What follows belongs to an exercise in optimizing a design on an open flow for small area, a short achievable clock period and few clock cycles; a production flow would make more cautious choices. RTL that was checked went through simulation tests only; none was proved equivalent to the original. Power is estimated from default activity; no workload was simulated.

Setup of run A:
Design day12_top, start of the top module:
module day12_top #(
    parameter MAX_REGION_W = 64,
    parameter MAX_REGION_H = 64
) (
    input  wire clk,
    input  wire rst_n,
    input  wire in_valid,
    input  wire [31:0] in_data,
    output wire in_ready,
    output wire out_valid,
    output wire [31:0] out_data,
    input  wire out_ready
);
For scale: ~1700 cells after synthesis, ~280 flip-flops, about 70 I/O pins, roughly 19000 sq um of cells after synthesis.
==> flow/config.mk <==
export PLATFORM = sky130hd
export DESIGN_NAME = day12_top
export DESIGN_NICKNAME = day12_top
export VERILOG_FILES = /design/flow/design.v
export SDC_FILE = /design/flow/constraint.sdc
export NUM_CORES = 4
export LEC_CHECK = 0
export CAP_MARGIN = 20
export CORE_MARGIN = 2
export CORE_UTILIZATION = 60
export CTS_CLUSTER_DIAMETER = 80
export CTS_CLUSTER_SIZE = 24
export SLEW_MARGIN = 20
export SYNTH_HIERARCHICAL = 1
==> flow/constraint.sdc <==
create_clock -name core_clock -period 14.5 [get_ports {clk}]
set_input_delay 2.9000 -clock core_clock [delete_from_list [all_inputs] [get_ports {clk}]]
set_output_delay 2.9000 -clock core_clock [all_outputs]
set_load 0.01 [all_outputs]
standard.sh (not shown) runs the stock make flow with config.mk's settings and CLKGATE_MAP_FILE= SYNTH_SCRIPT=/design/flow/synth_recipe.tcl, a recipe that flattens the netlist after the stock synthesis.
==> flow/flow/run.sh <==
#!/bin/bash
# The standard layout (the standard.sh: standard synthesis, floorplan,
# placement, CTS, routing), with one change: the buffers that global
# placement puts on every input and output port are buf_2 cells instead of
# the cell buffer_ports picks by default.
set -euo pipefail
export BUFFER_PORTS_ARGS="-buffer_cell sky130_fd_sc_hd__buf_2"
bash standard.sh > standard.log 2>&1
Run A did not stop at any stage, and its layout met the timing, DRC and antenna checks.
Testbench counts of run A, summed over its fixed seeds: cycles 41,785.
diff inputs: run A => run B
Settings: changing CORE_UTILIZATION from 60 to 80.
==> notes.md <==
Re fmax: run B is 0.0018 GHz down on run A.
Run A leaves more setup margin than run B.
Re sequential fraction of total cell area: run A was lower than run B.
Taking run A as the reference, in run B power attributed to the clock group lost 12%; met1 track utilization from global routing shows an increase of 11 points; clock-buffer cell count rose about 5%; via count rose about 6%; share of final layout cell area taken by clock buffers and inverters decreased by 0.52 points relative to the old numbers.
Inputs modified between run B and run C:
Settings: a change of CTS_CLUSTER_SIZE from 24 to 30; a change of CTS_CLUSTER_DIAMETER from 80 to 100; a change of CORE_UTILIZATION from 80 to 70.
[summary]
Comparing run B against run C, there is no change at all in number of flops mapped to enable cells by yosys. As far as leakage dissipation is concerned, run C and run B perform about the same. Summary of run C over run B: required arrival time at the worst endpoint comparable, via count of the routed design now smaller. Clock-buffer cell count for run C is lower than for run B. Across both runs, worst-skew pair later-pin latency was higher for run C than for run B. Re critical path depth: no difference whatsoever between run B and run C.
> inputs changed (run C -> run D)
Settings: changing CTS_CLUSTER_SIZE from 30 to 24; changing CTS_CLUSTER_DIAMETER from 100 to 80.
Notes after the runs:
Sort run C and run D by post-route minimum period desc -> top: run C
From run C to run D the numbers moved as follows: power has remained practically unchanged, number of buffers created by CTS rose by 2, worst IR drop on VDD moved up.


## S
day12_top, a different RTL version from the one above (not shown whole).
Size in the first run: ~70 I/O pins, about 0.017 sq mm of cells after synthesis.
export LEC_CHECK = 0
export CAP_MARGIN = 20
export CORE_MARGIN = 2
export CORE_UTILIZATION = 40
export SLEW_MARGIN = 20
export SYNTH_HIERARCHICAL = 1
create_clock -name core_clock -period 14.5 [get_ports {clk}]
run.sh (not shown) runs the stock make flow with config.mk's settings and CLKGATE_MAP_FILE= SYNTH_SCRIPT=/design/flow/synth_recipe.tcl, a recipe that flattens the netlist after the stock synthesis.
Stock flow here: none of the scripts above is used.
Testbench counts of S, summed over its fixed seeds: cycles 41,753.
## Diff of input files: Q against S
- CTS_BUF_LIST: unset -> sky130_fd_sc_hd__clkbuf_4
- CORE_UTILIZATION: 40 -> 60
Results
On initial detailed-routing violation count: between S and Q, it ends up higher for Q. Against S, the final cell area of Q is lower. Summary of Q over S: met2 track utilization from global routing has increased; die area now smaller. Q gives less clock power share than S did. Number of clock-tree buffers in the layout in Q is about 160% higher than in S.


Another version of the RTL of day12_top (not shown whole).
For scale: ~1700 cells after synthesis, roughly 300 flip-flops, ~70 I/O pins, about 19000 sq um of cells after synthesis.
Settings: LEC_CHECK=0, CAP_MARGIN=20, CORE_MARGIN=2, CORE_UTILIZATION=60, CTS_BUF_LIST=sky130_fd_sc_hd__clkbuf_8, CTS_CLUSTER_DIAMETER=60, CTS_CLUSTER_SIZE=20, SLEW_MARGIN=20, SYNTH_HIERARCHICAL=1; clock period 14.5 ns.
standard.sh (not shown) runs the stock make flow with config.mk's settings and CLKGATE_MAP_FILE= SYNTH_SCRIPT=/design/flow/synth_recipe.tcl, a recipe that flattens the netlist after the stock synthesis.
Scripts as last shown in full above: flow/flow/run.sh
Testbench counts at the start, summed over its fixed seeds: cycles 41,785.
Rerun with:
--- a/flow/config.mk
+++ b/flow/config.mk
@@ -9,7 +9,4 @@
 export CORE_MARGIN = 2
 export CORE_UTILIZATION = 60
-export CTS_BUF_LIST = sky130_fd_sc_hd__clkbuf_8
-export CTS_CLUSTER_DIAMETER = 60
-export CTS_CLUSTER_SIZE = 20
 export SLEW_MARGIN = 20
 export SYNTH_HIERARCHICAL = 1
The new run produced a clean layout.
Combinational power goes up slightly.
Via count goes up slightly.
Die area stays the same.
Hold slack gets worse by 0.011 ns.
Design area goes up by a few percent.
Critical path depth stays the same.
Total power goes up by about a fifth.
Rerun with:
--- a/flow/config.mk
+++ b/flow/config.mk
@@ -9,4 +9,6 @@
 export CORE_MARGIN = 2
 export CORE_UTILIZATION = 60
+export CTS_CLUSTER_DIAMETER = 80
+export CTS_CLUSTER_SIZE = 24
 export SLEW_MARGIN = 20
 export SYNTH_HIERARCHICAL = 1
What happened:
- The new run passed the timing, DRC and antenna checks
- total power falls by 15%
- sequential share of layout area came out higher by 0.74 points
- die area is unchanged
- synthesized area does not change
- clock power falls by 32%
- fmax stays flat
- worst setup slack gets worse by 0.0075 ns
- non-clock buffer count does not change
- wire length is lower by 0.97%
- critical path depth stays the same
- first-iteration DRC count is higher by 7.5%


== run 1 ==
Another version of the RTL of day12_top (not shown whole).
Size: roughly 2300 cells after synthesis, roughly 300 flip-flops, roughly 70 I/O pins, ~0.019 mm2 of cells after synthesis.
==> flow/config.mk <==
export PLATFORM = sky130hd
export DESIGN_NAME = day12_top
export DESIGN_NICKNAME = day12_top
export VERILOG_FILES = /design/flow/design.v
export SDC_FILE = /design/flow/constraint.sdc
export NUM_CORES = 4
export LEC_CHECK = 0
export ABC_AREA = 1
export CAP_MARGIN = 20
export CORE_MARGIN = 2
export CORE_UTILIZATION = 60
export CTS_CLUSTER_DIAMETER = 80
export CTS_CLUSTER_SIZE = 24
export SLEW_MARGIN = 20
export SYNTH_HIERARCHICAL = 1
==> flow/constraint.sdc <==
create_clock -name core_clock -period 14.5 [get_ports {clk}]
set_input_delay 2.9000 -clock core_clock [delete_from_list [all_inputs] [get_ports {clk}]]
set_output_delay 2.9000 -clock core_clock [all_outputs]
set_load 0.01 [all_outputs]
Scripts as last shown in full above: flow/flow/run.sh
Testbench counts of run 1, summed over its fixed seeds: cycles 41,785.
--- input diff run 1..run 2 ---
Settings: clearing ABC_AREA, which used to be 1; swapping 60 for 70 in CORE_UTILIZATION.
### Flow results
[run 2 vs run 1] final cell count: lower in run 2. The lower core utilization of run 1 and run 2 is in run 1. Comparing total power for run 1 and run 2, the bigger number came from run 1. Most common cell after layout, fill and taps aside = sky130_fd_sc_hd__nand2_1: run 1; most common cell after layout, fill and taps aside = sky130_fd_sc_hd__and2_1: run 2. Run comparison: run 1 capture point of the worst path accel.acc[19]; run 2 capture point of the worst path out_data[2]. Delay of the slowest critical-path stage: run 2 vs run 1 up 0.04 ns.
Changes in run 3 relative to run 2:
Settings: swapping 70 for 60 in CORE_UTILIZATION.
## What came out
- Total met3 wirelength after detailed routing was higher in the run labelled run 2.
- Relative to run 2, the part of the total power dissipated in the clock network of run 3 is higher by 2.2 points.
- In the final reports, the cell area of run 3 is larger than that of run 2.


amber:
day12_top, a different RTL version from the one above (not shown whole).
Size in the first run: ~1800 cells after synthesis, ~290 flip-flops, about 70 I/O pins, about 0.019 mm² of cells after synthesis.
==> flow/config.mk <==
export PLATFORM = sky130hd
export DESIGN_NAME = day12_top
export DESIGN_NICKNAME = day12_top
export VERILOG_FILES = /design/flow/design.v
export SDC_FILE = /design/flow/constraint.sdc
export NUM_CORES = 4
export LEC_CHECK = 0
export CAP_MARGIN = 20
export CORE_MARGIN = 2
export CORE_UTILIZATION = 60
export CTS_BUF_LIST = sky130_fd_sc_hd__clkbuf_8
export SLEW_MARGIN = 20
export SYNTH_HIERARCHICAL = 1
==> flow/constraint.sdc <==
create_clock -name core_clock -period 14.5 [get_ports {clk}]
set_input_delay 2.9000 -clock core_clock [delete_from_list [all_inputs] [get_ports {clk}]]
set_output_delay 2.9000 -clock core_clock [all_outputs]
set_load 0.01 [all_outputs]
run.sh (not shown) runs the stock make flow with config.mk's settings and CLKGATE_MAP_FILE= SYNTH_SCRIPT=/design/flow/synth_recipe.tcl, a recipe that flattens the netlist after the stock synthesis.
Stock flow here: none of the scripts above is used.
Looking at the reports, amber completed the entire flow and the layout it produced met the timing, DRC and antenna checks.
[inputs] nickel vs amber
# amber
export LEC_CHECK = 0
export CAP_MARGIN = 20
export CORE_MARGIN = 2
export CORE_UTILIZATION = 60
export CTS_BUF_LIST = sky130_fd_sc_hd__clkbuf_8
export SLEW_MARGIN = 20
export SYNTH_HIERARCHICAL = 1
create_clock -name core_clock -period 14.5 [get_ports {clk}]
# nickel
export LEC_CHECK = 0
export CAP_MARGIN = 20
export CORE_MARGIN = 2
export CORE_UTILIZATION = 60
export SLEW_MARGIN = 20
export SYNTH_HIERARCHICAL = 1
create_clock -name core_clock -period 14.5 [get_ports {clk}]
==> flow/flow/run.sh (new file) <==
#!/bin/bash
# The standard layout (the standard.sh: standard synthesis, floorplan,
# placement, CTS, routing), with one change: the buffers that global
# placement puts on every input and output port are buf_2 cells instead of
# the cell buffer_ports picks by default.
set -euo pipefail
export BUFFER_PORTS_ARGS="-buffer_cell sky130_fd_sc_hd__buf_2"
bash standard.sh > standard.log 2>&1
==> flow/standard.sh (new file) <==
#!/bin/bash
# synth_recipe.tcl (not shown) runs the flow's synth.tcl, then flattens the netlist and writes it again
# the make line also repeats each setting of config.mk as NAME=value (left out here)
make -C /OpenROAD-flow-scripts/flow DESIGN_CONFIG=/design/flow/config.mk WORK_HOME=/design/flow/orfs CLKGATE_MAP_FILE= SYNTH_SCRIPT=/design/flow/synth_recipe.tcl "${@:-finish}"
removed: flow/run.sh
Findings:
Summary of nickel over amber: final critical-path share of the clock period dropped 2.4 points; fmax went up about 8%; number of global-route vias before repair decreased about 0.5%. Summary of the comparison: power share of the combinational group is lower in nickel, relative to amber. nickel against amber: global-route wire length before repair now sits at about the same level, end-of-flow core utilization now sits lower.
## Diff of input files: willow against nickel
==> flow/run.sh (new file) <==
#!/bin/bash
# synth_recipe.tcl (not shown) runs the flow's synth.tcl, then flattens the netlist and writes it again
# the make line also repeats each setting of config.mk as NAME=value (left out here)
make -C /OpenROAD-flow-scripts/flow DESIGN_CONFIG=/design/flow/config.mk WORK_HOME=/design/flow/orfs CLKGATE_MAP_FILE= SYNTH_SCRIPT=/design/flow/synth_recipe.tcl finish
removed: flow/flow/run.sh
removed: flow/standard.sh
[summary]
willow vs nickel on fraction of standard cell area that is sequential: willow is the lower one. Share of power burned in combinational logic: nickel vs willow, no meaningful difference. Of willow and nickel, it is willow that has the lower register share of total power. Compared with nickel, willow shows a higher area added between synthesis and finish. The number of diodes added for antenna fixing of nickel and that of willow are within noise of each other. Compared with nickel, in willow number of buffers other than clock buffers in the final layout decreased about 1.4%, wire length after detailed routing decreased about 0.9%, clock network power share increased 0.4 points, fraction of the cycle the final worst path needs increased 2.5 points, power increased 1.2%. Diff willow..nickel | count of final hold-check violations | unchanged.
No functional check of the RTL was part of any run of this note.

-- static timing again, ports no longer ideal --
The results above use ideal ports. As a check the final layouts listed here were re-extracted and re-timed, cells and wires unchanged.
Step 1, drivers: a clkbuf_16 drives clk and a buf_2 each remaining input, both assumed.
Step 2 moves the port delays by t, midway between the first and last clock arrival at a register: inputs arrive t later, outputs are due t later. That takes back most of the time a late clock gives input paths.
Slacks: ideal ports / drivers / drivers and shift; pairs: ideal ports / drivers.
| run | t, ns | setup slack, ns | worst setup path at the end | worst slew at a driven data input, ns |
|---|---|---|---|---|
| run A | 0.575 | 10.344 / 10.344 / 9.995 | input to register | 0.03 |
| run B | 0.551 | 10.312 / 10.312 / 9.960 | input to register | 0.04 |
| run C | 0.565 | 10.267 / 10.267 / 9.980 | input to register | 0.04 |
| run D | 0.565 | 10.304 / 10.304 / 9.986 | input to register | 0.04 |
| S | 0.602 | 8.939 / 8.939 / 8.939 | register to register | 0.04 |
| Q | 0.760 | 9.055 / 9.055 / 9.055 | register to register | 0.04 |
| the first run of note 3 | 0.639 | 10.152 / 10.152 / 10.152 | register to register | 0.05 |
| the second run of note 3 | 0.563 | 10.189 / 10.189 / 10.189 | input to register | 0.05 |
| the third run of note 3 | 0.560 | 10.181 / 10.181 / 10.181 | register to register | 0.05 |
| run 1 | 0.560 | 10.096 / 10.132 / 9.572 | input to register | 0.03 |
| run 2 | 0.572 | 10.362 / 10.306 / 10.001 | input to register | 0.04 |
| run 3 | 0.588 | 10.360 / 10.307 / 9.976 | input to register | 0.04 |
| amber | 0.637 | 9.933 / 9.882 / 9.354 | input to register | 0.04 |
| nickel | 0.629 | 10.280 / 10.238 / 9.936 | input to register | 0.04 |
| willow | 0.621 | 9.914 / 9.895 / 9.328 | input to register | 0.04 |
After both steps every run listed still meets setup and hold. For willow, which loses most, drivers alone change the setup slack by -0.019 ns; drivers and shift together by -0.586 ns.
